From an optimization exercise on the open Yosys and OpenROAD flow, aimed at small area; shortcuts taken in it are not production practice. Function was checked by simulation only, so behaviour that the tests miss may differ from the original. No driver is modelled on the clock port, so clock power and skew are understated where the tree is cut down; a real chip needs a root buffer or a tree. Power figures rest on the tool's default switching activity, not on a simulated workload.

$ cat flow/standard.sh
#!/bin/bash
# synth_recipe.tcl (not shown) runs the flow's synth.tcl, then flattens the netlist and writes it again
# the make line also repeats each setting of config.mk as NAME=value (left out here)
make -C /OpenROAD-flow-scripts/flow DESIGN_CONFIG=/design/flow/config.mk WORK_HOME=/design/flow/orfs CLKGATE_MAP_FILE= SYNTH_SCRIPT=/design/flow/synth_recipe.tcl "${@:-finish}"
$ cat flow/flow/run.sh
#!/bin/bash
# Own flow: the standard synthesis, then the standard ORFS steps with
#  - cells downsized to their smallest equivalent before placement (flow/downsize.tcl),
#  - port buffers made with buf_1,
#  - a clock tree of small clock buffers without dummy loads.
set -euo pipefail
HERE=$(pwd)
bash standard.sh synth > synth.log 2>&1
export PRE_GLOBAL_PLACE_TCL=$HERE/flow/downsize.tcl
export BUFFER_PORTS_ARGS="-buffer_cell sky130_fd_sc_hd__buf_1"
export CTS_ARGS="-sink_clustering_enable -repair_clock_nets -buf_list {sky130_fd_sc_hd__clkbuf_16} -sink_clustering_size 34 -sink_clustering_max_diameter 100 -dont_use_dummy_load"
bash standard.sh > layout.log 2>&1
$ cat flow/constraint.sdc
create_clock -name core_clock -period 20.0 [get_ports {clk}]
set_input_delay 4.0000 -clock core_clock [delete_from_list [all_inputs] [get_ports {clk}]]
set_output_delay 4.0000 -clock core_clock [all_outputs]
set_load 0.01 [all_outputs]
$ cat flow/config.mk
export PLATFORM = sky130hd
export DESIGN_NAME = UART_wrapper
export DESIGN_NICKNAME = UART_wrapper
export VERILOG_FILES = /design/flow/design.v
export SDC_FILE = /design/flow/constraint.sdc
export NUM_CORES = 4
export LEC_CHECK = 0
export CAP_MARGIN = 5
export CORE_MARGIN = 2
export CORE_UTILIZATION = 55
export SLEW_MARGIN = 5
export SYNTH_HIERARCHICAL = 1
export SYNTH_MINIMUM_KEEP_SIZE = 0
$ cat flow/flow/downsize.tcl
# Area recovery before placement: give every cell the smallest-area cell of the same function
# and pins (its drive strength may change; a register stays the same kind of register). Repair
# later in the flow upsizes or buffers again where slew, capacitance or timing need it.
set lib [lindex [get_libs *] 0]
sta::make_equiv_cells $lib
set dont_use_pat {probe|lpflow|clkdlybuf|dlygate|dlymetal|clkbuf|clkinv}
set saved 0.0
set n 0
foreach inst [[ord::get_db_block] getInsts] {
  set master [$inst getMaster]
  if { [$master getType] ne "CORE" } { continue }
  set name [$master getName]
  set cell [get_lib_cells -quiet $name]
  if { $cell eq "" } { continue }
  set best $name
  set best_area [expr { [$master getWidth] * [$master getHeight] }]
  foreach eq [sta::find_equiv_cells $cell] {
    set en [get_name $eq]
    if { [regexp $dont_use_pat $en] } { continue }
    set m [[ord::get_db] findMaster $en]
    if { $m eq "NULL" } { continue }
    set a [expr { [$m getWidth] * [$m getHeight] }]
    if { $a < $best_area } { set best $en; set best_area $a }
  }
  if { $best ne $name } {
    set old [expr { [$master getWidth] * [$master getHeight] }]
    set saved [expr { $saved + $old - $best_area }]
    incr n
    replace_cell [$inst getName] $best
  }
}
set dbu [[ord::get_db_block] getDbUnitsPerMicron]
puts "downsize: $n cells replaced, [expr { $saved / $dbu / $dbu }] um2 saved"
$ cat flow/design.v
`timescale 1ns / 1ps
module baud_rate_gen (clk, rst, S_tick);
    input clk, rst;
    output S_tick;
    reg [8:0] lfsr;
    assign S_tick = ~lfsr[8] & lfsr[6] & ~lfsr[4] & ~lfsr[3] & lfsr[2] & ~lfsr[1] & ~lfsr[0];
    always @ (posedge clk, posedge rst) begin
        if (rst)
            lfsr <= 9'h164;
        else
            lfsr <= {lfsr[7:0], (lfsr[8] ^ lfsr[4]) | S_tick};
    end
endmodule
`timescale 1ns / 1ps
module UART_FIFO (clk, rst, wr_en, wr_data, rd_en, rd_data, empty, full, head);
    input clk, rst, wr_en, rd_en;
    input [7:0] wr_data;
    output empty, full;
    output reg [7:0] rd_data;
    output [7:0] head;
    reg [127:0] mem;
    reg [4:0] last;
    assign empty = (last == 5'b11111);
    assign full  = (last == 5'b01111);
    wire [15:0] sel = 16'd1 << last[3:0];
    wire [7:0] p0, p1, p2, p3, p4, p5, q0, q1;
    UART_AOI222 s0 (.a(mem[7:0]),     .b(mem[15:8]),    .c(mem[23:16]),
                    .sa(sel[0]),  .sb(sel[1]),  .sc(sel[2]),  .y(p0));
    UART_AOI222 s1 (.a(mem[31:24]),   .b(mem[39:32]),   .c(mem[47:40]),
                    .sa(sel[3]),  .sb(sel[4]),  .sc(sel[5]),  .y(p1));
    UART_AOI222 s2 (.a(mem[55:48]),   .b(mem[63:56]),   .c(mem[71:64]),
                    .sa(sel[6]),  .sb(sel[7]),  .sc(sel[8]),  .y(p2));
    UART_AOI222 s3 (.a(mem[79:72]),   .b(mem[87:80]),   .c(mem[95:88]),
                    .sa(sel[9]),  .sb(sel[10]), .sc(sel[11]), .y(p3));
    UART_AOI222 s4 (.a(mem[103:96]),  .b(mem[111:104]), .c(mem[119:112]),
                    .sa(sel[12]), .sb(sel[13]), .sc(sel[14]), .y(p4));
    UART_NAND2  s5 (.a(mem[127:120]), .sa(sel[15]), .y(p5));
    UART_NAND3  n0 (.a(p0), .b(p1), .c(p2), .y(q0));
    UART_NAND3  n1 (.a(p3), .b(p4), .c(p5), .y(q1));
    assign head = q0 | q1;
    wire do_wr = wr_en & ~full;
    wire do_rd = rd_en & ~empty;
    wire up = do_wr & ~do_rd;
    wire down = do_rd & ~do_wr;
    wire [4:0] flip;
    assign flip[0] = up | down;
    assign flip[1] = (up & last[0]) | (down & ~last[0]);
    assign flip[2] = (up & (&last[1:0])) | (down & ~(|last[1:0]));
    assign flip[3] = (up & (&last[2:0])) | (down & ~(|last[2:0]));
    assign flip[4] = (up & (&last[3:0])) | (down & ~(|last[3:0]));
    always @ (posedge clk) begin
        if (do_wr)
            mem <= {mem[119:0], wr_data};
    end
    always @ (posedge clk) begin
        if (rst)
            last <= 5'b11111;
        else
            last <= last ^ flip;
    end
    always @ (posedge clk) begin
        if (do_rd | rst)
            rd_data <= head & {8{~rst}};
    end
endmodule
module UART_AOI222 (a, b, c, sa, sb, sc, y);
    input [7:0] a, b, c;
    input sa, sb, sc;
    output [7:0] y;
    assign y = ~((a & {8{sa}}) | (b & {8{sb}}) | (c & {8{sc}}));
endmodule
module UART_NAND2 (a, sa, y);
    input [7:0] a;
    input sa;
    output [7:0] y;
    assign y = ~(a & {8{sa}});
endmodule
module UART_NAND3 (a, b, c, y);
    input [7:0] a, b, c;
    output [7:0] y;
    assign y = ~(a & b & c);
endmodule
`timescale 1ns / 1ps
module UART_TX (clk, S_tick, tx_start, rst, din, head, tx, tx_done_tick);
    input clk, tx_start, rst;
    input S_tick;
    input [7:0] din, head;
    output tx_done_tick;
    output reg tx;
    reg active, same, ready, par;
    reg [3:0] idx, tick_count;
    assign tx_done_tick = ~active & ~idx[0];
    wire bit_end = S_tick & (tick_count == 4'd15);
    wire last = (idx == 4'd1);
    wire equal;
    UART_EQ8 compare (.a(head), .b(din), .y(equal));
    wire frame_bit;
    UART_FRAME_BIT frame (.idx(idx), .din(din), .par(par), .y(frame_bit));
    always @ (posedge clk, posedge rst) begin
        if (rst) begin
            active <= 1'b0;
            same <= 1'b0;
            ready <= 1'b0;
            tx <= 1'b1;
        end
        else begin
            tx <= active ? frame_bit : 1'b1;
            ready <= ~active & same;
            if (~active & tx_start)
                same <= ~tx_done_tick | equal;
            if (~active)
                active <= tx_start & ready;
            else if (bit_end & last)
                active <= 1'b0;
        end
    end
    always @ (posedge clk) begin
        if (~active) begin
            tick_count <= 4'd0;
            idx <= 4'd7;
            par <= 1'b0;
        end
        else if (S_tick) begin
            tick_count <= tick_count + 1'b1;
            if (tick_count == 4'd15) begin
                idx <= idx + 1'b1;
                par <= par ^ frame_bit;
            end
        end
    end
endmodule
module UART_EQ8 (a, b, y);
    input [7:0] a, b;
    output y;
    assign y = (a == b);
endmodule
module UART_FRAME_BIT (idx, din, par, y);
    input [3:0] idx;
    input [7:0] din;
    input par;
    output y;
    assign y = idx[3] ? din[idx[2:0]] : (~idx[1] & (idx[0] | par));
endmodule
`timescale 1ns / 1ps
module UART_RX (clk, S_tick, rst, rx, dout, rx_done_tick, parity_error, frame_error);
    parameter IDLE = 2'b00;
    parameter START = 2'b01;
    parameter SHIFT = 2'b10;
    parameter STOP = 2'b11;
    input clk, rst;
    input S_tick;
    input rx;
    output [7:0] dout;
    output reg rx_done_tick;
    output reg parity_error;
    output frame_error;
    reg [1:0] cs;
    reg [3:0] tick_count;
    reg [8:0] data;
    reg par, start_bit;
    assign dout = data[8:1];
    wire bit_end = S_tick & (tick_count == 4'd15);
    assign frame_error = rx_done_tick & (start_bit | (cs == STOP));
    always @ (posedge clk, posedge rst) begin
        if (rst) begin
            cs <= IDLE;
            rx_done_tick <= 1'b0;
            parity_error <= 1'b0;
        end
        else begin
            rx_done_tick <= (cs == STOP) & bit_end;
            parity_error <= (cs == STOP) & par;
            case (cs)
                IDLE:  if (~rx) cs <= START;
                START: if (bit_end) cs <= SHIFT;
                SHIFT: if (bit_end & data[0]) cs <= STOP;
                STOP:  if (bit_end & rx) cs <= IDLE;
            endcase
        end
    end
    always @ (posedge clk) begin
        if (cs == IDLE) begin
            tick_count <= 4'd8;
            data <= 9'h100;
            par <= 1'b0;
        end
        else if (S_tick)
            tick_count <= tick_count + 1'b1;
        if (bit_end) begin
            if (cs == START)
                start_bit <= rx;
            if (cs == SHIFT) begin
                par <= par ^ rx;
                if (~data[0])
                    data <= {rx, data[8:1]};
            end
        end
    end
endmodule
`timescale 1ns / 1ps
module Transmitter_TOP (clk, rst, S_tick, tx_wr_data, tx_wr_en, tx, tx_full);
    input clk, rst, S_tick, tx_wr_en;
    input [7:0] tx_wr_data;
    output tx, tx_full;
    wire tx_rd_en;
    wire [7:0] tx_rd_data, tx_head;
    wire tx_empty;
    UART_TX transmitter (.clk(clk), .S_tick(S_tick), .rst(rst), .tx_start(~tx_empty),
                         .din(tx_rd_data), .head(tx_head), .tx(tx), .tx_done_tick(tx_rd_en));
    UART_FIFO tx_fifo (.clk(clk), .rst(rst), .wr_en(tx_wr_en), .wr_data(tx_wr_data),
                       .rd_en(tx_rd_en), .rd_data(tx_rd_data), .empty(tx_empty), .full(tx_full),
                       .head(tx_head));
endmodule
`timescale 1ns / 1ps
module Receiver_TOP (clk, rst, S_tick, rx, rx_rd_en, rx_rd_data, rx_empty, rx_full, rx_parity_error, rx_frame_error);
    input clk, rst, S_tick, rx, rx_rd_en;
    output [7:0] rx_rd_data;
    output rx_empty, rx_full, rx_parity_error, rx_frame_error;
    wire rx_wr_en;
    wire [7:0] rx_wr_data;
    wire [7:0] rx_head;
    UART_RX receiver (.clk(clk), .S_tick(S_tick), .rst(rst), .rx(rx), .dout(rx_wr_data),
                      .rx_done_tick(rx_wr_en), .parity_error(rx_parity_error), .frame_error(rx_frame_error));
    UART_FIFO rx_fifo (.clk(clk), .rst(rst), .wr_en(rx_wr_en), .wr_data(rx_wr_data), .rd_en(rx_rd_en),
                       .rd_data(rx_rd_data), .empty(rx_empty), .full(rx_full), .head(rx_head));
endmodule
`timescale 1ns / 1ps
module UART_wrapper (clk, rst, rx, rx_rd_en, tx_wr_data, tx_wr_en, rx_rd_data, rx_empty, rx_full, tx, tx_full,
                     rx_parity_error, rx_frame_error);
    parameter N_BIT = 8;   
    input clk, rst;
    input rx;   
    input rx_rd_en;   
    input tx_wr_en;   
    input [N_BIT - 1 : 0] tx_wr_data;   
    output rx_empty, rx_full;   
    output tx;   
    output tx_full;   
    output rx_parity_error, rx_frame_error;   
    output [N_BIT - 1 : 0] rx_rd_data;   
    wire S_tick;   
    baud_rate_gen baud_rate_generator (.clk(clk), .rst(rst), .S_tick(S_tick));
    Transmitter_TOP tx_top (.clk(clk), .rst(rst), .S_tick(S_tick), .tx_wr_data(tx_wr_data), .tx_wr_en(tx_wr_en),
                           .tx(tx), .tx_full(tx_full));
    Receiver_TOP rx_top (.clk(clk), .rst(rst), .S_tick(S_tick), .rx(rx), .rx_rd_en(rx_rd_en), .rx_rd_data(rx_rd_data),
                         .rx_empty(rx_empty), .rx_full(rx_full), .rx_parity_error(rx_parity_error), .rx_frame_error(rx_frame_error));
endmodule
==> impl_metrics.ini, run 1 <==
[min_path]
worstHoldStart = baud_rate_generator.lfsr[5]$_DFF_PP1_
min_to = baud_rate_generator.lfsr[6]$_DFF_PP1_
hp-class = reg2reg
min_path_cells = 0

[route]
wirelength_mm = 21.6
drt_iter0_markers = 1067
drc = 0
route.vias.total = 6591
firstDrtPassIters = 9
wire_per_inst_microns = 20.8
postRouteAntennaNets = 0
vias_per_cell = 6.33

[synth]
yosysSeqAreaShare_pct = 75.5
synth_seq_cells = 323
syn_inst = 763
avgSynthCellArea_sq_um = 16.1
yosys_warnings = 10
synthDistinctLibCells = 47
synthesis.nets = 789
netlist_area_sq_mm = 0.0123

[worst_setup_path]
r2r_slack_ns = 16.88
worstSetupPathType = reg2out
cp-end-kind = primary output
path_buf_inv = 1
critical_path.max_stage_delay_ns = 0.60
cp_data_required_time_ns = 16.00
r2r-start = tx_top.tx_fifo.last[3]$_SDFF_PP1_
start_kind = register
cp_data_arrival_time_ns = 1.75
timing.rr.end = tx_top.transmitter.same$_DFFE_PP0P_
rr_worst_depth = 10
path_max_fanout = 12
crit_chain = nand4_1 -> nor2_1 -> buf_1
slowest_stage = dfxtp_1
cp_top_family = flip-flops

[finish]
fillCellCount = 1725
area_growth_syn_to_layout_pct = 3.92
final_core_util_pct = 58.4
multi_input_area_sq_mm = 0.00261
layout_commonest_cell = edfxtp_1
nets = 789
regArea_sq_mm = 0.00929
drive_above_1_share_pct = 5.91
mostFrequentLayoutCells = 273 x edfxtp_1, 80 x a222oi_1, 43 x nand2_1
diodes = 0

[global_route]
grt_max_degree = 96
first_global_vias = 6335
track_usage_pct = 18.1
grt_pass1_wl_mm = 34.7
grt_overflow = 0
antenna_found_initial = 0

[clock_tree]
cts.sinks = 323
postCtsHoldBufs = 0
cts_max_level = 1
path_clk_slew_ns = 0.12
cts_root_buf = clkbuf_16
post_cts_buffers = 0
clockBufferDepth = 3
cts_tree = yes
cts_buffers = 13
clock_latency_ns = 0.50
ctsResizeCount = 0

[timing]
setup_violations = 0
finalSetupTns_ns = 0
final.setup_skew_ns = 0.0546
fin_crit_sh_pct = 28.8
whs_ns = 0.371
period_minus_slack_ns = 5.75
worstMarginPinSlew_ns = 1.24
fmaxAchievable_mhz = 174
hold_viol = 0
rsz0062_at_grt = false
slew_headroom_pct = 16.4
slew_viol_final = 0

[die]
die_x_microns = 154
row_count = 54
core_sq_mm = 0.0219
die_h_microns = 154
initial_core_util_pct = 56.2
die_area_sq_mm = 0.0236
num_io_pins = 27

[outcome]
outcome = finished clean

[pwr]
total_leakage_power_nw = 4.72
p_per_area_mw_per_mm2 = 95.5
vdd_drop_max_mv = 0.0620

[run]
drv_cap = 0

[placed_design]
io_buffer_count = 26
dp.final_hpwl_mm = 14.4
place.gp.congestion = 0.815
-- worst max path at each step --
stage | from | endpoint | cells past startpoint
2_1_floorplan | tx_wr_en | tx_top.tx_fifo.last[3]$_SDFF_PP1_ | 6
3_3_place_gp | tx_wr_en | tx_top.tx_fifo.mem[114]$_DFFE_PN_ | 4
3_5_place_dp | tx_wr_en | tx_top.tx_fifo.mem[125]$_DFFE_PN_ | 4
4_1_cts | tx_top.tx_fifo.last[0]$_SDFF_PP1_ | tx_full | 3
5_1_grt | tx_top.tx_fifo.last[0]$_SDFF_PP1_ | tx_full | 3
6_report | tx_top.tx_fifo.last[0]$_SDFF_PP1_ | tx_full | 3
-- metal layers --
layer	GRT usage (%)	vias up	part of all wire (%)
met4	4.06	0	1.8
met2	28.0	239	46
met5	0	-	0
met1	28.0	3343	46
li1	-	2982	-
met3	2.20	27	5.8
-- synthesized netlist by cell type (all sizes together) --
library cell / count / area, sq um
mux2i: 13 / 130
nor4b: 1 / 8.76
and3: 3 / 18.8
nor3b: 2 / 25.0
and4: 1 / 11.3
dfstp: 5 / 131
inv: 20 / 75.1
nor2: 37 / 139
xnor2: 13 / 114
a22oi: 2 / 15.0
nor2b: 5 / 31.3
nand4: 7 / 58.8
o21a: 3 / 22.5
or3: 2 / 12.5
dfxtp: 33 / 661
mux2: 1 / 15.0
or2: 16 / 100
nand2b: 17 / 106
xor2: 8 / 70.1
nand2: 43 / 161
nor4: 3 / 25.0
nor3: 16 / 80.1
o211ai: 1 / 7.51
o21ai: 23 / 119
mux4: 2 / 45.0
a21oi: 1 / 5.00
edfxtp: 273 / 8200
a222oi: 80 / 801
nand3b: 2 / 15.0
and2: 22 / 138
dfrtp: 12 / 300
a21boi: 3 / 26.3
nand4bb: 1 / 27.5
nand3: 33 / 165
clkbuf: 26 / 123
buf: 19 / 144
o31ai: 1 / 12.5
ha: 13 / 163
-- layout make-up --
| class | instances | area share (%) |
|---|---|---|
| Clock buffer | 13 | 2.55 |
| Sequential cell | 323 | 72.7 |
| Timing Repair Buffer | 30 | 0.998 |
| Tap cell | 280 | 2.74 |
| Inverter | 20 | 0.626 |
| Multi-Input combinational cell | 375 | 20.4 |
-- where the power goes --
part           switching [W]  total, W  internal, W
logic              0.0000668  0.000107    0.0000405
clock network       0.000182  0.000301     0.000119
registers          0.0000300  0.000812     0.000782
total               0.000279   0.00122     0.000942
-- cells by family (layout without fill, tap and decap cells) --
logic type / count (synthesis) / after routing / share of synthesized area (%)
flops: 323 / 323 / 75.5
simple gates: 211 / 211 / 9.13
compound gates: 114 / 114 / 8.20
buf+inv: 65 / 63 / 2.78
xor+xnor: 21 / 21 / 1.50
mux: 16 / 16 / 1.55
fa+ha+maj: 13 / 13 / 1.32
-- metrics by stage --
stage | instances | total power [W] | cell area [sq um] | setup WS (ns)
finish | 1041 | 0.00122 | 12800 | 14.25
global route | 1041 | 0.00127 | 12800 | 14.05
CTS | 1041 | 0.00123 | 12800 | 14.23
detailed placement | 1028 | 0.000934 | 12500 | 14.01
global placement | 1028 | 0.000926 | 12500 | 14.13
floorplan | 763 | 0.000898 | 12300 | 12.40
-- modules after synthesis (local to each module, per instance), a selection --
| module | flip-flops and latches | area, sq um | copies in the design | cells inside |
|---|---|---|---|---|
| UART_RX | 19 | 906 | 1 | 93 |
| UART_NAND2 | 0 | 35.0 | 2 | 9 |
| UART_FRAME_BIT | 0 | 70.1 | 1 | 7 |
| UART_TX | 13 | 577 | 1 | 57 |
| UART_EQ8 | 0 | 86.3 | 1 | 11 |
| UART_AOI222 | 0 | 90.1 | 10 | 10 |
| UART_NAND3 | 0 | 40.0 | 4 | 8 |
| Transmitter_TOP | 0 | 3.75 | 1 | 1 |
| UART_FIFO | 141 | 4620 | 2 | 215 |
| baud_rate_gen | 9 | 295 | 1 | 14 |
-- flip-flops by register name (all words and copies together), names as in the netlist --
name / flops
baud_rate_generator.lfsr: 9
rx_top.receiver.parity_error: 1
tx_top.tx_fifo.rd_data: 8
rx_top.receiver.par: 1
rx_top.receiver.tick_count: 4
rx_top.receiver.data: 9
tx_top.tx_fifo.mem: 128
tx_top.transmitter.tx: 1
rx_top.rx_fifo.rd_data: 8
rx_top.rx_fifo.last: 5
rx_top.receiver.cs: 2
tx_top.transmitter.par: 1
tx_top.transmitter.idx: 4
rx_top.receiver.start_bit: 1
rx_top.receiver.rx_done_tick: 1
rx_top.rx_fifo.mem: 128
tx_top.transmitter.active: 1
tx_top.transmitter.tick_count: 4
tx_top.transmitter.ready: 1
tx_top.transmitter.same: 1
tx_top.tx_fifo.last: 5
-- worst register-to-register path, cell delays in order, from the launching register on --
cell      delay [ns]
dfxtp_1         0.57
nand2_1         0.18
nor3_1          0.97
a222oi_1        0.29
nand3_1         0.22
or2_2           0.19
xnor2_1         0.12
nand4_1         0.11
nor2_1          0.16
nor2_1          0.08
o21ai_0         0.16
==> run 2, diff against run 1 <==
--- a/flow/design.v
+++ b/flow/design.v
@@ -22,7 +22,7 @@
     reg [4:0] last;
     assign empty = (last == 5'b11111);
     assign full  = (last == 5'b01111);
-    wire [15:0] sel = 16'd1 << last[3:0];
+    wire [15:0] sel = (16'd1 << last[3:0]) & {16{~rst}};
     wire [7:0] p0, p1, p2, p3, p4, p5, q0, q1;
     UART_AOI222 s0 (.a(mem[7:0]),     .b(mem[15:8]),    .c(mem[23:16]),
                     .sa(sel[0]),  .sb(sel[1]),  .sc(sel[2]),  .y(p0));
@@ -60,7 +60,7 @@
     end
     always @ (posedge clk) begin
         if (do_rd | rst)
-            rd_data <= head & {8{~rst}};
+            rd_data <= head;
     end
 endmodule
 module UART_AOI222 (a, b, c, sa, sb, sc, y);
--- a/flow/config.mk
+++ b/flow/config.mk
@@ -5,9 +5,9 @@
 export SDC_FILE = /design/flow/constraint.sdc
 export NUM_CORES = 4
 export LEC_CHECK = 0
-export CAP_MARGIN = 5
+export CAP_MARGIN = 20
 export CORE_MARGIN = 2
 export CORE_UTILIZATION = 55
-export SLEW_MARGIN = 5
+export SLEW_MARGIN = 20
 export SYNTH_HIERARCHICAL = 1
 export SYNTH_MINIMUM_KEEP_SIZE = 0
==> run 2 against run 1 <==
Compared with the run above: clock skew decreased by 0.010 ns; sequential share of layout area increased by 0.34 points; synthesized cell count decreased by 1.6%; utilization decreased by 0.089 points; still clean.
==> impl_metrics.ini, run 2 <==
[timing]
whs_ns = 0.364
rsz0062_at_grt = false
worstMarginPinSlew_ns = 1.10
fmaxAchievable_mhz = 156
final.setup_skew_ns = 0.0446
hold_viol = 0
slew_viol_final = 0
slew_headroom_pct = 26.2
finalSetupTns_ns = 0
period_minus_slack_ns = 6.43
setup_violations = 0
fin_crit_sh_pct = 32.1
worst_slack_ns = 13.57

[die]
die_area_sq_mm = 0.0234
initial_core_util_pct = 56.0
num_io_pins = 27
die_x_microns = 153
row_count = 54
die_h_microns = 153
core_sq_mm = 0.0218

[synth]
synth_edf_count = 273
synth_seq_cells = 323
synth_xor_area_share_pct = 1.51
yosys_warnings = 10
yosysSeqAreaShare_pct = 76.1
synth_compound_area_share_pct = 8.48
netlist_area_sq_mm = 0.0122
synth-async-reset-ratio_pct = 5.26
synth_area_leaders = edfxtp_1 67%, a222oi_1 6.6%, dfxtp_1 5.4%
synth_adder_area_share_pct = 1.33
synth_most_common_cell = edfxtp_1
synth_top_area_share_pct = 67.1
synthesis.nets = 777
yosysTopAreaCell = edfxtp_1
synth_flop_cell = edfxtp_1
synth.area.mux_share_pct = 1.23
syn_inst = 751
synthDistinctLibCells = 51
synthTopCellsByCount = 273 x edfxtp_1, 80 x a222oi_1, 45 x nand2_1, 45 x nor2_1, 37 x nand3_1
avgSynthCellArea_sq_um = 16.3
synth_top_family_by_area = simple AND/OR/NAND/NOR gates
yosys.area_share.simple_pct = 8.79

[pwr]
total_power_w = 0.00118
p_per_area_mw_per_mm2 = 92.9
total_leakage_power_nw = 4.68
vdd_drop_max_mv = 0.0547

[finish]
final_area_sq_mm = 0.0127
drive_above_1_share_pct = 5.84
area_growth_syn_to_layout_pct = 4.18
layout_commonest_cell = edfxtp_1
diodes = 0
nets = 781
reg_top3 = rx_top.rx_fifo.mem x128, tx_top.tx_fifo.mem x128
mostFrequentLayoutCells = 273 x edfxtp_1, 80 x a222oi_1, 45 x nor2_1, 45 x nand2_1, 37 x nand3_1

[global_route]
grt_max_degree = 70
track_usage_pct = 17.9
grt_overflow = 0
grtUsageMet3_pct = 4.03
grt_pass1_wl_mm = 33.9
use_met1_pct = 30.0
first_global_vias = 6026
grt.busiest_layer = met1
met2_usage_pct = 24.4
antenna_found_initial = 1

[worst_setup_path]
slowest_stage = nor3_1
critical_path.max_stage_delay_ns = 0.75
crit_chain = buf_1 -> or3_1 -> nor3_1 -> a222oi_1 -> nand3_1 -> or2_2 -> xnor2_1 -> nand4_1 -> nor2_1 -> nor2_1 -> o21ai_0
cp-end-kind = register
timing.rr.end = tx_top.transmitter.same$_DFFE_PP0P_
r2r-start = tx_top.tx_fifo.last[2]$_SDFF_PP1_
rr_worst_depth = 10
r2r_slack_ns = 17.06
cp_data_arrival_time_ns = 6.85
path_max_fanout = 15
cp_common_cell = nor2_1
cp_data_required_time_ns = 20.42
start_kind = input pin
worstSetupPathType = in2reg

[clock_tree]
postCtsHoldBufs = 0
cts_max_level = 1
post_cts_buffers = 0
path_clk_slew_ns = 0.12
cts_root_buf = clkbuf_16
cts.sinks = 323
clockBufferDepth = 3
ctsResizeCount = 0
cts_buffers = 13
cts_tree = yes
clock_latency_ns = 0.50

[placed_design]
pre_cts_ws_ns = 13.12
io_buffer_count = 26
dp.final_hpwl_mm = 14.3
place.gp.congestion = 0.817
place_area_sq_mm = 0.0124

[min_path]
min_path_cells = 0
hp-class = reg2reg
min_to = baud_rate_generator.lfsr[6]$_DFF_PP1_
worstHoldStart = baud_rate_generator.lfsr[5]$_DFF_PP1_

[outcome]
outcome = finished clean

[route]
wire_per_inst_microns = 20.7
vias_per_cell = 6.25
route.vias.total = 6456
firstDrtPassIters = 6
drt_iter0_markers = 982
postRouteAntennaNets = 0
wirelength_mm = 21.4
drc = 0

[run]
drv_cap = 0
## run 2: cell count changes in the layout (fill, tap and decap cells not counted), sizes merged, moves of 4 or more
cell / before / now
a21boi: 3 / 7
and2: 22 / 6
and3b: 0 / 4
mux2i: 13 / 9
nand2b: 17 / 13
nand3: 33 / 37
nor2: 37 / 45
nor3: 16 / 10
## run 2: per-stage QoR
stage,std cells,utilization (%)
2_1_floorplan,751,-
3_3_place_gp,1019,56.7
3_5_place_dp,1020,56.8
4_1_cts,1033,58.3
5_1_grt,1033,58.3
6_report,1033,58.3
## run 2: critical path: cells and delay by family
family                    cells  cell delay, ns
and+or+nand+nor               7            1.92
xor gates and xnor gates      1            0.11
buffers and inverters         1            0.31
AOI/OAI and AO/OA             2            0.49
## run 2: per-layer routing
layer | up-vias | share of wire [%]
met5 | - | 0
met4 | 0 | 1.5
met3 | 22 | 8.3
met2 | 278 | 41
met1 | 3185 | 49
li1 | 2971 | -
## run 2: layout make-up
class | instances | area [sq um]
well taps | 280 | 350
repair buffers | 30 | 140
fillers | 1666 | 9100
inverters | 20 | 80.1
clock buffers | 13 | 325
flip-flops and latches | 323 | 9290
multi-input cells | 367 | 2540
## run 2: worst max-delay path by stage
stage,start,end,slack [ns],cells after the start
after floorplan,tx_wr_en,tx_top.tx_fifo.last[2]$_SDFF_PP1_,12.38,6
after global placement,rst,tx_top.transmitter.same$_DFFE_PP0P_,13.17,11
after detailed placement,rst,tx_top.transmitter.same$_DFFE_PP0P_,13.12,11
after CTS,rst,tx_top.transmitter.same$_DFFE_PP0P_,13.60,11
after global routing,rst,tx_top.transmitter.same$_DFFE_PP0P_,13.40,11
final,rst,tx_top.transmitter.same$_DFFE_PP0P_,13.57,11
## run 2: power breakdown
group | leakage (nW) | internal, W | switching [W]
clock | 0.160 | 0.000119 | 0.000180
sequential | 3.38 | 0.000782 | 0.0000295
combinational | 1.14 | 0.0000272 | 0.0000459
## run 2: kinds of logic (layout without fill, tap and decap cells)
family | count (synthesis) | after routing
flops | 323 | 323
compound gates | 118 | 118
fa+ha+maj | 13 | 13
simple gates | 203 | 203
mux | 12 | 12
xor+xnor | 21 | 21
buf+inv | 61 | 63
## run 2: Yosys stat by module, one instance, submodules excluded, excerpt
| module | area [sq um] | times used | flip-flops and latches |
|---|---|---|---|
| UART_EQ8 | 86.3 | 1 | 0 |
| UART_NAND3 | 40.0 | 4 | 0 |
| baud_rate_gen | 295 | 1 | 9 |
| Transmitter_TOP | 3.75 | 1 | 0 |
| UART_RX | 906 | 1 | 19 |
| UART_NAND2 | 35.0 | 2 | 0 |
| UART_FRAME_BIT | 70.1 | 1 | 0 |
| UART_FIFO | 4570 | 2 | 141 |
| UART_TX | 577 | 1 | 13 |
| UART_AOI222 | 90.1 | 10 | 0 |
==> run 3, diff against run 2 <==
--- a/flow/config.mk
+++ b/flow/config.mk
@@ -5,9 +5,9 @@
 export SDC_FILE = /design/flow/constraint.sdc
 export NUM_CORES = 4
 export LEC_CHECK = 0
-export CAP_MARGIN = 20
+export CAP_MARGIN = 5
 export CORE_MARGIN = 2
 export CORE_UTILIZATION = 55
-export SLEW_MARGIN = 20
+export SLEW_MARGIN = 5
 export SYNTH_HIERARCHICAL = 1
 export SYNTH_MINIMUM_KEEP_SIZE = 0
==> run 3 against run 2 <==
Compared with the run above: clock power is essentially flat; global-route usage stayed put; fmax is 0.38% higher; sequential cell count unchanged; via count down 0.25%; critical endpoint unchanged; largest power group unchanged.
==> impl_metrics.ini, run 3 <==
[outcome]
outcome = finished clean

[worst_setup_path]
slowest_stage = nor3_1
cp-endpoint = tx_top.transmitter.same$_DFFE_PP0P_
start_kind = input pin
cp_data_arrival_time_ns = 6.83
r2r_slack_ns = 17.11
critical_path.max_stage_delay_ns = 0.73
cp_common_cell = nor2_1
cp-end-kind = register
cp_data_required_time_ns = 20.42
rr_worst_depth = 10
worstSetupPathType = in2reg
r2r-start = tx_top.tx_fifo.last[2]$_SDFF_PP1_
startpoint = rst
crit_chain = buf_1 -> or3_1 -> nor3_1 -> a222oi_1 -> nand3_1 -> or2_2 -> xnor2_1 -> nand4_1 -> nor2_1 -> nor2_1 -> o21ai_0
timing.rr.end = tx_top.transmitter.same$_DFFE_PP0P_
path_max_fanout = 15

[finish]
area_growth_syn_to_layout_pct = 4.04
fillCellCount = 1656
drive_above_1_share_pct = 5.72
nets = 780
reg_top3 = rx_top.rx_fifo.mem x128, tx_top.tx_fifo.mem x128
mostFrequentLayoutCells = 273 x edfxtp_1, 80 x a222oi_1, 45 x nor2_1, 45 x nand2_1, 37 x nand3_1
layout_commonest_cell = edfxtp_1

[placed_design]
pre_cts_ws_ns = 13.07
dp.final_hpwl_mm = 14.2
io_buffer_count = 26
place.gp.congestion = 0.817

[pwr]
p_seq_share_pct = 68.6
p_sw_share_pct = 21.7
power.switching_w = 0.000257
internal-power_w = 0.000928
vdd_drop_max_mv = 0.0706
pwr-share-comb_pct = 6.1
p_per_area_mw_per_mm2 = 93.2
clkPwrFrac_pct = 25.3
total_leakage_power_nw = 4.67

[route]
drc = 0
vias_per_cell = 6.23
wire_per_inst_microns = 20.5
wirelength_mm = 21.2
drt_iter0_markers = 1046
firstDrtPassIters = 8
postRouteAntennaNets = 0
route.vias.total = 6440

[global_route]
antenna_found_initial = 1
grt_max_degree = 101
grt_overflow = 0
first_global_vias = 5977
grt_pass1_wl_mm = 33.7
track_usage_pct = 17.9

[clock_tree]
cts_max_level = 1
clock_latency_ns = 0.49
post_cts_buffers = 0
path_clk_slew_ns = 0.12
cts_tree = yes
postCtsHoldBufs = 0
ctsResizeCount = 0
clockBufferDepth = 3
cts.sinks = 323
cts_root_buf = clkbuf_16
cts_buffers = 13

[timing]
slew_viol_final = 0
setup_violations = 0
slew_headroom_pct = 18.2
rsz0062_at_grt = false
worstMarginPinSlew_ns = 1.23
final.setup_skew_ns = 0.0470
hold_viol = 0
finalSetupTns_ns = 0
period_minus_slack_ns = 6.41
worst_slack_ns = 13.59
fin_crit_sh_pct = 32.0
fmaxAchievable_mhz = 156

[run]
drv_cap = 0

[synth]
synth_edf_count = 273
avgSynthCellArea_sq_um = 16.3
synthesis.nets = 777
yosysTopAreaCell = edfxtp_1
synthDistinctLibCells = 51
synth_area_leaders = edfxtp_1 67%, a222oi_1 6.6%, dfxtp_1 5.4%
synth_most_common_cell = edfxtp_1
synth-async-reset-ratio_pct = 5.26
yosys_warnings = 10
synth_seq_cells = 323
synth_top_area_share_pct = 67.1
netlist_area_sq_mm = 0.0122
syn_inst = 751
synth_flop_cell = edfxtp_1
synthTopCellsByCount = 273 x edfxtp_1, 80 x a222oi_1, 45 x nand2_1, 45 x nor2_1, 37 x nand3_1
yosysSeqAreaShare_pct = 76.1

[die]
num_io_pins = 27
die_area_sq_mm = 0.0234
core_sq_mm = 0.0218
initial_core_util_pct = 56.0
row_count = 54
die_h_microns = 153
die_x_microns = 153

[min_path]
hp-class = reg2reg
## run 3: cell counts after synthesis
Identical to the previous run, type by type.
## run 3: kinds of logic (layout without fill, tap and decap cells)
kind of cell,Yosys count,count (layout),synth area share [%]
flops,323,323,76.1
fa+ha+maj,13,13,1.33
mux,12,12,1.23
simple gates,203,203,8.79
other cells,0,1,0
xor+xnor,21,21,1.51
buf+inv,61,62,2.59
compound gates,118,118,8.48
## run 3: power by group through the flow
stage               combinational (W)  clock, W  sequential [W]
floorplan                   0.0000583         0        0.000814
global placement            0.0000704         0        0.000826
detailed placement          0.0000725         0        0.000826
CTS                         0.0000726  0.000310        0.000811
global route                0.0000804  0.000333        0.000817
finish                      0.0000726  0.000300        0.000812
## run 3: critical path: cells and delay by family
kind / cells / cell delay, ns
buf+inv: 1 / 0.31
simple gates: 7 / 1.90
xor+xnor: 1 / 0.11
compound gates: 2 / 0.49
## run 3: layer usage
layer  vias to the layer above  GRT usage (%)  wire length (microns)
li1                       2968              -                      -
met1                      3147           30.3                  10400
met2                       305           24.5                   8780
met3                        20           3.23                   1740
met4                         0           3.53                    311
met5                         -              0                      0
## run 3: area by class of cell
type                    instances  area [sq um]  share of cell area (%)
well taps                     280           350                    2.76
diodes                          1          2.50                  0.0197
repair buffers                 29           120                   0.945
flip-flops and latches        323          9290                    73.1
clock buffers                  13           325                    2.56
multi-input cells             367          2540                    20.0
inverters                      20          80.1                   0.630
## run 3: worst min path at each step
| stage | from | to | slack (ns) | cells after the start |
|---|---|---|---|---|
| final | baud_rate_generator.lfsr[5]$_DFF_PP1_ | baud_rate_generator.lfsr[6]$_DFF_PP1_ | 0.37 | 0 |
| after global routing | baud_rate_generator.lfsr[5]$_DFF_PP1_ | baud_rate_generator.lfsr[6]$_DFF_PP1_ | 0.37 | 0 |
| after CTS | baud_rate_generator.lfsr[5]$_DFF_PP1_ | baud_rate_generator.lfsr[6]$_DFF_PP1_ | 0.37 | 0 |
| after detailed placement | baud_rate_generator.lfsr[5]$_DFF_PP1_ | baud_rate_generator.lfsr[6]$_DFF_PP1_ | 0.35 | 0 |
| after global placement | baud_rate_generator.lfsr[7]$_DFF_PP0_ | baud_rate_generator.lfsr[8]$_DFF_PP1_ | 0.34 | 0 |
| after floorplan | baud_rate_generator.lfsr[7]$_DFF_PP0_ | baud_rate_generator.lfsr[8]$_DFF_PP1_ | 0.33 | 0 |
## run 3: per-stage QoR
step	hold slack, ns	util (%)	total power, W	cell area, sq um	std cells
2_1_floorplan	0.333	-	0.000872	12200	751
3_3_place_gp	0.341	56.7	0.000896	12400	1019
3_5_place_dp	0.348	56.7	0.000898	12400	1019
4_1_cts	0.365	58.2	0.00119	12700	1032
5_1_grt	0.373	58.2	0.00123	12700	1032
6_report	0.366	58.2	0.00118	12700	1033
## run 3: modules after synthesis, one instance, submodules excluded, excerpt
module | cells inside | times used
UART_NAND3 | 8 | 4
UART_FRAME_BIT | 7 | 1
UART_RX | 93 | 1
UART_NAND2 | 9 | 2
baud_rate_gen | 14 | 1
UART_TX | 57 | 1
UART_FIFO | 209 | 2
Transmitter_TOP | 1 | 1
UART_EQ8 | 11 | 1
UART_AOI222 | 10 | 10
==> run 4, diff against run 3 <==
--- a/flow/flow/run.sh
+++ b/flow/flow/run.sh
@@ -8,5 +8,5 @@
 bash standard.sh synth > synth.log 2>&1
 export PRE_GLOBAL_PLACE_TCL=$HERE/flow/downsize.tcl
 export BUFFER_PORTS_ARGS="-buffer_cell sky130_fd_sc_hd__buf_1"
-export CTS_ARGS="-sink_clustering_enable -repair_clock_nets -buf_list {sky130_fd_sc_hd__clkbuf_16} -sink_clustering_size 34 -sink_clustering_max_diameter 100 -dont_use_dummy_load"
+export CTS_ARGS="-sink_clustering_enable -repair_clock_nets -buf_list {sky130_fd_sc_hd__clkbuf_8 sky130_fd_sc_hd__clkbuf_16} -sink_clustering_size 34 -sink_clustering_max_diameter 100 -dont_use_dummy_load"
 bash standard.sh > layout.log 2>&1
==> run 4 against run 3 <==
Compared with the run above: still clean on timing, DRC and antenna; power unchanged; non-clock buffer count unchanged; clock power about the same; hold slack unchanged; clock skew unchanged; fmax did not move; count of clock-buffer cells in the layout unchanged; sequential cell count is the same; global-route usage unchanged; die area did not move; sequential share of layout area stayed put; critical endpoint unchanged; largest cell class unchanged.
==> impl_metrics.ini, run 4 <==
[global_route]
first_global_vias = 5977
grt_pass1_wl_mm = 33.7
grt_overflow = 0
antenna_found_initial = 1
track_usage_pct = 17.9
grt_max_degree = 101

[clock_tree]
ctsResizeCount = 0
post_cts_buffers = 0
cts_buffers = 13
postCtsHoldBufs = 0
clock_latency_ns = 0.49
cts_tree = yes
clockBufferDepth = 3
path_clk_slew_ns = 0.12
cts.sinks = 323
cts_root_buf = clkbuf_16
cts_max_level = 1

[worst_setup_path]
critical_path_depth = 11
r2r_slack_ns = 17.11
cp-end-kind = register
worstSetupPathType = in2reg
start_kind = input pin
cp_common_cell = nor2_1
cp_data_required_time_ns = 20.42
path_max_fanout = 15
cp_data_arrival_time_ns = 6.83
rr_worst_depth = 10
cp_top_family = simple AND/OR/NAND/NOR gates
r2r-start = tx_top.tx_fifo.last[2]$_SDFF_PP1_
path_buf_inv = 1
crit_chain = buf_1 -> or3_1 -> nor3_1 -> a222oi_1 -> nand3_1 -> or2_2 -> xnor2_1 -> nand4_1 -> nor2_1 -> nor2_1 -> o21ai_0
timing.rr.end = tx_top.transmitter.same$_DFFE_PP0P_
slowest_stage = nor3_1
critical_path.max_stage_delay_ns = 0.73

[synth]
yosysSeqAreaShare_pct = 76.1
netlist_area_sq_mm = 0.0122
synth_most_common_cell = edfxtp_1
synthTopCellsByCount = 273 x edfxtp_1, 80 x a222oi_1, 45 x nand2_1, 45 x nor2_1, 37 x nand3_1
synth_area_leaders = edfxtp_1 67%, a222oi_1 6.6%, dfxtp_1 5.4%
synth_top_area_share_pct = 67.1
yosys.area_share.simple_pct = 8.79
synth-async-reset-ratio_pct = 5.26
yosys_warnings = 10
synth_adder_area_share_pct = 1.33
synth_edf_count = 273
synthDistinctLibCells = 51
synth_compound_area_share_pct = 8.48
yosysTopAreaCell = edfxtp_1
synth_flop_cell = edfxtp_1
synth_seq_cells = 323
synth_top_family_by_area = simple AND/OR/NAND/NOR gates
synth.area.mux_share_pct = 1.23
syn_inst = 751
avgSynthCellArea_sq_um = 16.3
synth_xor_area_share_pct = 1.51
synthesis.nets = 777

[die]
die_h_microns = 153
core_sq_mm = 0.0218
num_io_pins = 27
row_count = 54
die_area_sq_mm = 0.0234
die_x_microns = 153
initial_core_util_pct = 56.0

[finish]
area_growth_syn_to_layout_pct = 4.04
nets = 780
reg_top3 = rx_top.rx_fifo.mem x128, tx_top.tx_fifo.mem x128
layout_commonest_cell = edfxtp_1
mostFrequentLayoutCells = 273 x edfxtp_1, 80 x a222oi_1, 45 x nor2_1, 45 x nand2_1, 37 x nand3_1
drive_above_1_share_pct = 5.72

[timing]
whs_ns = 0.366
finalSetupTns_ns = 0
rsz0062_at_grt = false
fmaxAchievable_mhz = 156
fin_crit_sh_pct = 32.0
hold_viol = 0
worstMarginPinSlew_ns = 1.23
final.setup_skew_ns = 0.0470
worst_slack_ns = 13.59
setup_violations = 0
slew_headroom_pct = 18.2
period_minus_slack_ns = 6.41
slew_viol_final = 0

[run]
drv_cap = 0

[pwr]
vdd_drop_max_mv = 0.0706
total_leakage_power_nw = 4.67
p_per_area_mw_per_mm2 = 93.2

[placed_design]
dp.final_hpwl_mm = 14.2
place.gp.congestion = 0.817
io_buffer_count = 26
pre_cts_ws_ns = 13.07

[route]
firstDrtPassIters = 8
route.vias.total = 6440
vias_per_cell = 6.23
postRouteAntennaNets = 0
drc = 0
wirelength_mm = 21.2
drt_iter0_markers = 1046
wire_per_inst_microns = 20.5

[min_path]
worstHoldStart = baud_rate_generator.lfsr[5]$_DFF_PP1_
hp-class = reg2reg
min_path_cells = 0
min_to = baud_rate_generator.lfsr[6]$_DFF_PP1_

[outcome]
outcome = finished clean
-- run 4: cell counts in the layout (fill, tap and decap cells not counted) --
Identical to the previous run, type by type.
-- run 4: layer usage --
| layer | up-vias | track usage [%] | wire length, microns |
|---|---|---|---|
| li1 | 2968 | - | - |
| met1 | 3147 | 30.3 | 10400 |
| met2 | 305 | 24.5 | 8780 |
| met3 | 20 | 3.23 | 1740 |
| met4 | 0 | 3.53 | 311 |
| met5 | - | 0 | 0 |
-- run 4: stage by stage --
stage	instances	util, %	cell area (sq um)	power (W)
after floorplan	751	-	12200	0.000872
after global placement	1019	56.7	12400	0.000896
after detailed placement	1019	56.7	12400	0.000898
after CTS	1032	58.2	12700	0.00119
after global routing	1032	58.2	12700	0.00123
final	1033	58.2	12700	0.00118
-- run 4: cell families (layout without fill, tap and decap cells) --
kind of cell               after synthesis  in the layout
AOI/OAI and AO/OA                      118            118
adders and majority gates               13             13
xor gates and xnor gates                21             21
buffers and inverters                   61             62
DFF                                    323            323
other                                    0              1
muxes                                   12             12
and+or+nand+nor                        203            203
-- run 4: final cells by class --
cell class / count / area [sq um]
tap: 280 / 350
multi-input combinational: 367 / 2540
fill: 1656 / 9120
clock buffer: 13 / 325
timing repair buffer: 29 / 120
sequential: 323 / 9290
inverter: 20 / 80.1
antenna: 1 / 2.50
-- run 4: worst register-to-register path: stages (launching register included) --
cell and delay (ns):
dfxtp_1 0.41, or3_1 0.44, nor3_1 0.73, a222oi_1 0.33, nand3_1 0.21, or2_2 0.15, xnor2_1 0.11, nand4_1 0.11
nor2_1 0.13, nor2_1 0.04, o21ai_0 0.17
-- run 4: Yosys stat by module (local to each module, per instance), a selection --
module / cells inside / area, sq um
UART_RX: 93 / 906
UART_FRAME_BIT: 7 / 70.1
UART_AOI222: 10 / 90.1
UART_NAND2: 9 / 35.0
UART_FIFO: 209 / 4570
UART_EQ8: 11 / 86.3
Transmitter_TOP: 1 / 3.75
UART_TX: 57 / 577
-- run 4: worst max-delay path by stage --
stage / from / to
floorplan: tx_wr_en / tx_top.tx_fifo.last[2]$_SDFF_PP1_
global placement: rst / tx_top.transmitter.same$_DFFE_PP0P_
detailed placement: rst / tx_top.transmitter.same$_DFFE_PP0P_
CTS: rst / tx_top.transmitter.same$_DFFE_PP0P_
global route: rst / tx_top.transmitter.same$_DFFE_PP0P_
finish: rst / tx_top.transmitter.same$_DFFE_PP0P_
-- run 4: power by group --
part / internal (W) / switching, W / total (W)
clock network: 0.000119 / 0.000181 / 0.000300
registers: 0.000782 / 0.0000302 / 0.000812
logic: 0.0000272 / 0.0000454 / 0.0000726
total: 0.000928 / 0.000257 / 0.00118
==> run 5, diff against run 4 <==
--- a/flow/design.v
+++ b/flow/design.v
@@ -22,7 +22,7 @@
     reg [4:0] last;
     assign empty = (last == 5'b11111);
     assign full  = (last == 5'b01111);
-    wire [15:0] sel = (16'd1 << last[3:0]) & {16{~rst}};
+    wire [15:0] sel = 16'd1 << last[3:0];
     wire [7:0] p0, p1, p2, p3, p4, p5, q0, q1;
     UART_AOI222 s0 (.a(mem[7:0]),     .b(mem[15:8]),    .c(mem[23:16]),
                     .sa(sel[0]),  .sb(sel[1]),  .sc(sel[2]),  .y(p0));
@@ -60,7 +60,7 @@
     end
     always @ (posedge clk) begin
         if (do_rd | rst)
-            rd_data <= head;
+            rd_data <= head & {8{~rst}};
     end
 endmodule
 module UART_AOI222 (a, b, c, sa, sb, sc, y);
--- a/flow/flow/run.sh
+++ b/flow/flow/run.sh
@@ -8,5 +8,5 @@
 bash standard.sh synth > synth.log 2>&1
 export PRE_GLOBAL_PLACE_TCL=$HERE/flow/downsize.tcl
 export BUFFER_PORTS_ARGS="-buffer_cell sky130_fd_sc_hd__buf_1"
-export CTS_ARGS="-sink_clustering_enable -repair_clock_nets -buf_list {sky130_fd_sc_hd__clkbuf_8 sky130_fd_sc_hd__clkbuf_16} -sink_clustering_size 34 -sink_clustering_max_diameter 100 -dont_use_dummy_load"
+export CTS_ARGS="-sink_clustering_enable -repair_clock_nets -buf_list {sky130_fd_sc_hd__clkbuf_16} -sink_clustering_size 34 -sink_clustering_max_diameter 100 -distance_between_buffers 1000 -branching_point_buffers_distance 1000 -dont_use_dummy_load"
 bash standard.sh > layout.log 2>&1
--- a/flow/config.mk
+++ b/flow/config.mk
@@ -5,9 +5,9 @@
 export SDC_FILE = /design/flow/constraint.sdc
 export NUM_CORES = 4
 export LEC_CHECK = 0
-export CAP_MARGIN = 5
+export CAP_MARGIN = 20
 export CORE_MARGIN = 2
 export CORE_UTILIZATION = 55
-export SLEW_MARGIN = 5
+export SLEW_MARGIN = 20
 export SYNTH_HIERARCHICAL = 1
 export SYNTH_MINIMUM_KEEP_SIZE = 0
==> run 5 against run 4 <==
Compared with the run above: combinational power increased by 49%; final area increased by 0.85%; register-to-register slack improved by 0.03 ns; critical path type is now reg2out.
==> impl_metrics.ini, run 5 <==
[die]
num_io_pins = 27
die_x_microns = 154
die_h_microns = 154
initial_core_util_pct = 56.2
row_count = 54
core_sq_mm = 0.0219
die_area_sq_mm = 0.0236

[pwr]
vdd_drop_max_mv = 0.0623
total_power_w = 0.00122
p_per_area_mw_per_mm2 = 95.3
total_leakage_power_nw = 4.72

[worst_setup_path]
timing.rr.end = tx_top.transmitter.same$_DFFE_PP0P_
path_buf_inv = 1
r2r-start = tx_top.tx_fifo.last[0]$_SDFF_PP1_
r2r_slack_ns = 17.14
cp_data_arrival_time_ns = 1.78
path_max_fanout = 12
cp_top_family = flip-flops
slowest_stage = dfxtp_1
cp-end-kind = primary output
rr_worst_depth = 10
crit_chain = nand4_1 -> nor2_1 -> buf_1
critical_path.max_stage_delay_ns = 0.63
cp_data_required_time_ns = 16.00
worstSetupPathType = reg2out
critical_path_depth = 3
cp-endpoint = tx_full
start_kind = register
startpoint = tx_top.tx_fifo.last[0]$_SDFF_PP1_

[min_path]
worstHoldStart = baud_rate_generator.lfsr[5]$_DFF_PP1_
min_path_cells = 0
hp-class = reg2reg

[global_route]
grt_pass1_wl_mm = 34.7
antenna_found_initial = 0
grt_overflow = 0
first_global_vias = 6335
track_usage_pct = 18.1
grt_max_degree = 96

[clock_tree]
cts_max_level = 1
cts_buffers = 13
clockBufferDepth = 3
cts_root_buf = clkbuf_16
postCtsHoldBufs = 0
cts.sinks = 323
cts_tree = yes
post_cts_buffers = 0
clock_latency_ns = 0.49
ctsResizeCount = 0
path_clk_slew_ns = 0.12

[timing]
fin_crit_sh_pct = 28.9
slew_headroom_pct = 22.1
worst_slack_ns = 14.23
fmaxAchievable_mhz = 173
period_minus_slack_ns = 5.78
rsz0062_at_grt = false
finalSetupTns_ns = 0
setup_violations = 0
hold_viol = 0
final.setup_skew_ns = 0.0500
worstMarginPinSlew_ns = 1.16
slew_viol_final = 0

[synth]
synth_seq_cells = 323
synth_edf_count = 273
synth-async-reset-ratio_pct = 5.26
yosys_warnings = 10
avgSynthCellArea_sq_um = 16.1
synthDistinctLibCells = 47
yosysSeqAreaShare_pct = 75.5
synth_adder_area_share_pct = 1.32
synth_top_area_share_pct = 66.6
synth.area.mux_share_pct = 1.55
synth_area_leaders = edfxtp_1 67%, a222oi_1 6.5%, dfxtp_1 5.4%
yosys.area_share.simple_pct = 9.13
yosysTopAreaCell = edfxtp_1
synth_xor_area_share_pct = 1.50
synth_compound_area_share_pct = 8.20
synth_top_family_by_area = simple AND/OR/NAND/NOR gates
netlist_area_sq_mm = 0.0123
synthesis.nets = 789
syn_inst = 763
synthTopCellsByCount = 273 x edfxtp_1, 80 x a222oi_1, 43 x nand2_1
synth_most_common_cell = edfxtp_1
synth_flop_cell = edfxtp_1

[route]
vias_per_cell = 6.34
postRouteAntennaNets = 0
route.vias.total = 6595
wire_per_inst_microns = 20.7
firstDrtPassIters = 6
wirelength_mm = 21.5
drt_iter0_markers = 1136
drc = 0

[finish]
drive_above_1_share_pct = 6.31
multi_input_area_sq_mm = 0.00263
area_growth_syn_to_layout_pct = 4.17
regArea_sq_mm = 0.00929
diodes = 0
layout_commonest_cell = edfxtp_1
nets = 789
finalNonFillerCells = 1041
reg_top3 = rx_top.rx_fifo.mem x128, tx_top.tx_fifo.mem x128
final_core_util_pct = 58.5
fillCellCount = 1722
mostFrequentLayoutCells = 273 x edfxtp_1, 80 x a222oi_1, 43 x nand2_1

[placed_design]
place_inst = 1028
dp.final_hpwl_mm = 14.4
io_buffer_count = 26
pre_cts_ws_ns = 14.01
place.gp.congestion = 0.815

[outcome]
outcome = finished clean

[run]
drv_cap = 0
## run 5: changes by cell type in the layout (fill, tap and decap cells not counted), sizes merged, moves of 4 or more
cell	before	now
nor2	45	37
and2	6	22
a21boi	7	3
mux2i	9	13
nand2b	13	17
nand3	37	33
nor3	10	16
and3b	4	0
## run 5: cell type report
cell class	count	area share (%)
well taps	280	2.73
flip-flops and latches	323	72.5
inverters	20	0.625
repair buffers	30	1.05
clock buffers	13	2.54
multi-input cells	375	20.5
## run 5: logic make-up after synthesis
logic type               Yosys count
flip-flops                       323
AND/OR/NAND/NOR                  211
buffers and inverters             65
adder cells (fa/ha/maj)           13
XOR/XNOR                          21
AO/OA/AOI/OAI                    114
multiplexers                      16
## run 5: metrics by stage
stage          instance area (sq um)  hold slack [ns]
4_1_cts                        12800            0.373
3_5_place_dp                   12500            0.347
3_3_place_gp                   12500            0.341
2_1_floorplan                  12300            0.333
6_report                       12800            0.370
5_1_grt                        12800            0.379
## run 5: Yosys stat by module (local to each module, per instance), excerpt
module	area [sq um]	flip-flops and latches
baud_rate_gen	295	9
Transmitter_TOP	3.75	0
UART_FRAME_BIT	70.1	0
UART_FIFO	4620	141
UART_TX	577	13
UART_EQ8	86.3	0
UART_RX	906	19
UART_AOI222	90.1	0
UART_NAND2	35.0	0
UART_NAND3	40.0	0
## run 5: how the worst min path moves through the flow
| stage | endpoint | slack, ns |
|---|---|---|
| finish | baud_rate_generator.lfsr[6]$_DFF_PP1_ | 0.37 |
| global route | baud_rate_generator.lfsr[6]$_DFF_PP1_ | 0.38 |
| CTS | baud_rate_generator.lfsr[6]$_DFF_PP1_ | 0.37 |
| detailed placement | baud_rate_generator.lfsr[8]$_DFF_PP1_ | 0.35 |
| global placement | baud_rate_generator.lfsr[8]$_DFF_PP1_ | 0.34 |
| floorplan | baud_rate_generator.lfsr[8]$_DFF_PP1_ | 0.33 |
## run 5: worst register-to-register path: cells and delay by family, from the launching register on
family,cells,cell delay (ns)
AO/OA/AOI/OAI,2,0.42
XOR/XNOR,1,0.13
flip-flops,1,0.63
AND/OR/NAND/NOR,7,1.60
## run 5: routing by layer
layer	track usage [%]	part of all wire, %	up-vias
met5	0	0	-
met4	4.06	1.7	0
met3	2.20	6.0	25
met2	28.0	46	268
met1	28.0	46	3322
li1	-	-	2980
## run 5: power by group
| part | leakage (nW) | internal, W | total [W] | switching, W |
|---|---|---|---|---|
| logic | 1.18 | 0.0000408 | 0.000108 | 0.0000669 |
| clock network | 0.160 | 0.000119 | 0.000301 | 0.000182 |
| registers | 3.38 | 0.000782 | 0.000812 | 0.0000302 |
| total | 4.72 | 0.000942 | 0.00122 | 0.000279 |
==> run 6, diff against run 5 <==
--- a/flow/design.v
+++ b/flow/design.v
@@ -22,7 +22,7 @@
     reg [4:0] last;
     assign empty = (last == 5'b11111);
     assign full  = (last == 5'b01111);
-    wire [15:0] sel = 16'd1 << last[3:0];
+    wire [15:0] sel = (16'd1 << last[3:0]) & {16{~rst}};
     wire [7:0] p0, p1, p2, p3, p4, p5, q0, q1;
     UART_AOI222 s0 (.a(mem[7:0]),     .b(mem[15:8]),    .c(mem[23:16]),
                     .sa(sel[0]),  .sb(sel[1]),  .sc(sel[2]),  .y(p0));
@@ -60,7 +60,7 @@
     end
     always @ (posedge clk) begin
         if (do_rd | rst)
-            rd_data <= head & {8{~rst}};
+            rd_data <= head;
     end
 endmodule
 module UART_AOI222 (a, b, c, sa, sb, sc, y);
==> flow/flow/run.sh (replaced) <==
#!/bin/bash
# Own flow: the standard synthesis, then the standard ORFS steps with
#  - cells downsized to their smallest equivalent before placement (flow/downsize.tcl),
#  - port buffers made with buf_1,
#  - a clock tree without dummy loads, whose root buffer drives the leaf buffers directly
#    (flow/flatten_tree.tcl removes the branching level CTS puts between them).
set -euo pipefail
HERE=$(pwd)
bash standard.sh synth > synth.log 2>&1
export PRE_GLOBAL_PLACE_TCL=$HERE/flow/downsize.tcl
export BUFFER_PORTS_ARGS="-buffer_cell sky130_fd_sc_hd__buf_1"
export POST_CTS_TCL=$HERE/flow/flatten_tree.tcl
export CTS_ARGS="-sink_clustering_enable -repair_clock_nets -buf_list {sky130_fd_sc_hd__clkbuf_16} -sink_clustering_size 34 -sink_clustering_max_diameter 100 -dont_use_dummy_load"
bash standard.sh > layout.log 2>&1
==> flow/flow/flatten_tree.tcl (new file) <==
# Clock tree: drop the branching level between the root buffer and the leaf buffers. A clock
# buffer that is driven by another clock buffer and drives only clock buffers is removed, and its
# loads move to the net that fed it, so the root buffer drives every leaf buffer directly.
set block [ord::get_db_block]
proc clk_buffer { inst } {
  return [string match "sky130_fd_sc_hd__clkbuf_*" [[$inst getMaster] getName]]
}
set removed 0
foreach inst [$block getInsts] {
  if { ![clk_buffer $inst] } { continue }
  set a [$inst findITerm A]
  set x [$inst findITerm X]
  set in_net [$a getNet]
  set out_net [$x getNet]
  if { $in_net eq "NULL" || $out_net eq "NULL" } { continue }
  set driver ""
  foreach it [$in_net getITerms] {
    if { [$it isOutputSignal] } { set driver [$it getInst] }
  }
  if { $driver eq "" || ![clk_buffer $driver] } { continue }
  set loads {}
  set only_buffers 1
  foreach it [$out_net getITerms] {
    if { [$it isInputSignal] } {
      lappend loads $it
      if { ![clk_buffer [$it getInst]] } { set only_buffers 0 }
    }
  }
  if { !$only_buffers || [llength [$out_net getBTerms]] > 0 } { continue }
  foreach it $loads {
    $it disconnect
    $it connect $in_net
  }
  $a disconnect
  $x disconnect
  odb::dbInst_destroy $inst
  odb::dbNet_destroy $out_net
  incr removed
}
puts "flatten_tree: removed $removed clock buffers"
--- a/flow/config.mk
+++ b/flow/config.mk
@@ -5,9 +5,9 @@
 export SDC_FILE = /design/flow/constraint.sdc
 export NUM_CORES = 4
 export LEC_CHECK = 0
-export CAP_MARGIN = 20
+export CAP_MARGIN = 5
 export CORE_MARGIN = 2
 export CORE_UTILIZATION = 55
-export SLEW_MARGIN = 20
+export SLEW_MARGIN = 5
 export SYNTH_HIERARCHICAL = 1
 export SYNTH_MINIMUM_KEEP_SIZE = 0
==> run 6 against run 5 <==
Compared with the run above: critical endpoint is now tx_top.transmitter.same$_DFFE_PP0P_; hold slack worse by 0.0066 ns; largest cell class unchanged; synthesized cell count down 1.6%; cell count down 0.96%.
==> impl_metrics.ini, run 6 <==
[synth]
syn_inst = 751
netlist_area_sq_mm = 0.0122
synthTopCellsByCount = 273 x edfxtp_1, 80 x a222oi_1, 45 x nand2_1, 45 x nor2_1, 37 x nand3_1
synth_area_leaders = edfxtp_1 67%, a222oi_1 6.6%, dfxtp_1 5.4%
yosysSeqAreaShare_pct = 76.1
synth_most_common_cell = edfxtp_1
synthesis.nets = 777
avgSynthCellArea_sq_um = 16.3
synth_top_area_share_pct = 67.1
synth_flop_cell = edfxtp_1
synthDistinctLibCells = 51
synth_seq_cells = 323
synth-async-reset-ratio_pct = 5.26
synth_edf_count = 273
yosys_warnings = 10
yosysTopAreaCell = edfxtp_1

[die]
initial_core_util_pct = 56.0
row_count = 54
num_io_pins = 27
die_x_microns = 153
die_h_microns = 153
die_area_sq_mm = 0.0234
core_sq_mm = 0.0218

[placed_design]
place.gp.congestion = 0.817
io_buffer_count = 26
dp.final_hpwl_mm = 14.2
pre_cts_ws_ns = 13.07

[finish]
fillCellCount = 1661
final_core_util_pct = 58.0
regArea_sq_mm = 0.00929
reg_top3 = rx_top.rx_fifo.mem x128, tx_top.tx_fifo.mem x128
area_growth_syn_to_layout_pct = 3.63
nets = 778
mostFrequentLayoutCells = 273 x edfxtp_1, 80 x a222oi_1, 45 x nor2_1, 45 x nand2_1, 37 x nand3_1
multi_input_area_sq_mm = 0.00254
layout_commonest_cell = edfxtp_1
drive_above_1_share_pct = 5.47

[timing]
worst_slack_ns = 13.52
final.setup_skew_ns = 0.0444
fmaxAchievable_mhz = 154
setup_violations = 0
fin_crit_sh_pct = 32.4
worstMarginPinSlew_ns = 1.22
slew_headroom_pct = 18.3
finalSetupTns_ns = 0
slew_viol_final = 0
hold_viol = 0
period_minus_slack_ns = 6.48
rsz0062_at_grt = false

[route]
wire_per_inst_microns = 20.5
drc = 0
vias_per_cell = 6.25
wirelength_mm = 21.1
firstDrtPassIters = 9
route.vias.total = 6448
drt_iter0_markers = 1068
postRouteAntennaNets = 0

[run]
drv_cap = 0

[worst_setup_path]
worstSetupPathType = in2reg
path_max_fanout = 15
cp_data_required_time_ns = 20.36
cp_data_arrival_time_ns = 6.84
start_kind = input pin
cp-end-kind = register

[clock_tree]
path_clk_slew_ns = 0.12
clock_latency_ns = 0.43
cts.sinks = 323

[global_route]
grt_max_degree = 101
antenna_found_initial = 1
first_global_vias = 5949
track_usage_pct = 18.5
grt_overflow = 0
grt_pass1_wl_mm = 33.6

[min_path]
hp-class = reg2reg

[pwr]
p_per_area_mw_per_mm2 = 91.7
total_leakage_power_nw = 4.65
vdd_drop_max_mv = 0.0704

[outcome]
outcome = finished clean
run 6: cell count changes after synthesis, moves of 4 or more:
cell,before,now
o21ai_1,8,4
a21boi_0,0,4
clkbuf_1,6,2
mux2i_1,13,9
and2_1,22,6
o21ai_0,14,20
nand2b_1,17,13
nand3_1,33,37
nor3_1,16,10
nor2_1,37,45
buf_1,0,4
run 6: layout make-up:
| class | instances | area share (%) |
|---|---|---|
| well taps | 280 | 2.77 |
| multi-input cells | 367 | 20.0 |
| flip-flops and latches | 323 | 73.4 |
| clock buffers | 11 | 2.17 |
| repair buffers | 29 | 0.949 |
| inverters | 20 | 0.633 |
| diodes | 1 | 0.0198 |
run 6: critical path, stage by stage:
cell      delay [ns]
buf_1           0.31
or3_1           0.53
nor3_1          0.75
a222oi_1        0.32
nand3_1         0.20
or2_2           0.15
xnor2_1         0.11
nand4_1         0.11
nor2_1          0.13
nor2_1          0.04
o21ai_0         0.17
run 6: kinds of logic after synthesis:
| logic type | Yosys count | share of synthesized area, % |
|---|---|---|
| fa+ha+maj | 13 | 1.33 |
| compound gates | 118 | 8.48 |
| simple gates | 203 | 8.79 |
| flops | 323 | 76.1 |
| buf+inv | 61 | 2.59 |
| mux | 12 | 1.23 |
| xor+xnor | 21 | 1.51 |
run 6: routing by layer:
metal  global-route usage (%)  routed length [microns]  vias up
met2                     24.5                     8840      279
met4                     5.38                      253        0
met5                        0                        0        -
met3                     4.68                     1650       16
li1                         -                        -     2965
met1                     30.3                    10400     3188
run 6: stage by stage:
| step | hold slack (ns) | cells | cell area [sq um] | power (W) |
|---|---|---|---|---|
| after floorplan | 0.333 | 751 | 12200 | 0.000872 |
| after global placement | 0.341 | 1019 | 12400 | 0.000896 |
| after detailed placement | 0.348 | 1019 | 12400 | 0.000898 |
| after global routing | 0.373 | 1030 | 12700 | 0.00121 |
| final | 0.364 | 1031 | 12700 | 0.00116 |
run 6: path summary, 6_finish.rpt:
| path | cells past startpoint | slack (ns) | to | startpoint |
|---|---|---|---|---|
| setup / recovery | 11 | 13.52 | tx_top.transmitter.same$_DFFE_PP0P_ | rst |
| hold / removal | 0 | 0.36 | baud_rate_generator.lfsr[6]$_DFF_PP1_ | baud_rate_generator.lfsr[5]$_DFF_PP1_ |
| setup reg to reg | 10 | 17.09 | tx_top.transmitter.same$_DFFE_PP0P_ | tx_top.tx_fifo.last[2]$_SDFF_PP1_ |
| hold reg to reg | 0 | 0.36 | baud_rate_generator.lfsr[6]$_DFF_PP1_ | baud_rate_generator.lfsr[5]$_DFF_PP1_ |
| max in group asynchronous | 2 | 15.85 | baud_rate_generator.lfsr[5]$_DFF_PP1_ | rst |
| min in group asynchronous | 2 | 3.79 | rx_top.receiver.parity_error$_DFF_PP0_ | rst |
run 6: report_power, final:
part           switching, W  internal (W)
sequential        0.0000303      0.000782
clock              0.000176      0.000100
combinational     0.0000452     0.0000272
total              0.000251      0.000909
run 6: modules after synthesis, one instance, submodules excluded, a selection:
module          flops+latches  cells inside  times used
UART_AOI222                 0            10          10
UART_FRAME_BIT              0             7           1
UART_RX                    19            93           1
UART_FIFO                 141           209           2
UART_NAND2                  0             9           2
UART_NAND3                  0             8           4

[afterwards: timing with drivers on the ports]
Ports are ideal in the flow. The routed layouts listed here were re-timed in OpenROAD. Step 1: set_driving_cell puts a clkbuf_16 on clk and a buf_2 on each other input, an assumption about the parent block. Step 2 also shifts input and output timing later by t, the mid clock arrival at the registers, as if the neighbouring blocks saw the same clock. Three values: ideal, step 1, step 2; two values: the first two.
| run | t (ns) | setup slack, ns | worst setup path after step 2 | latest minus earliest clock arrival (ns) | worst slew at a driven data input, ns |
|---|---|---|---|---|---|
| run 1 | 0.517 | 14.250 / 14.203 / 14.050 | input to register | 0.057 / 0.056 | 0.03 |
| run 2 | 0.529 | 13.570 / 13.594 / 13.065 | input to register | 0.047 / 0.048 | 0.04 |
| run 3 | 0.512 | 13.595 / 13.614 / 13.102 | input to register | 0.048 / 0.048 | 0.04 |
| run 4 | 0.512 | 13.595 / 13.614 / 13.102 | input to register | 0.048 / 0.048 | 0.04 |
| run 5 | 0.516 | 14.225 / 14.178 / 14.312 | input to register | 0.051 / 0.051 | 0.03 |
| run 6 | 0.450 | 13.521 / 13.540 / 13.090 | input to register | 0.046 / 0.046 | 0.04 |
After both steps every run listed still meets setup and hold. For run 2, which loses most, drivers alone change the setup slack by +0.024 ns; drivers and shift together by -0.505 ns.
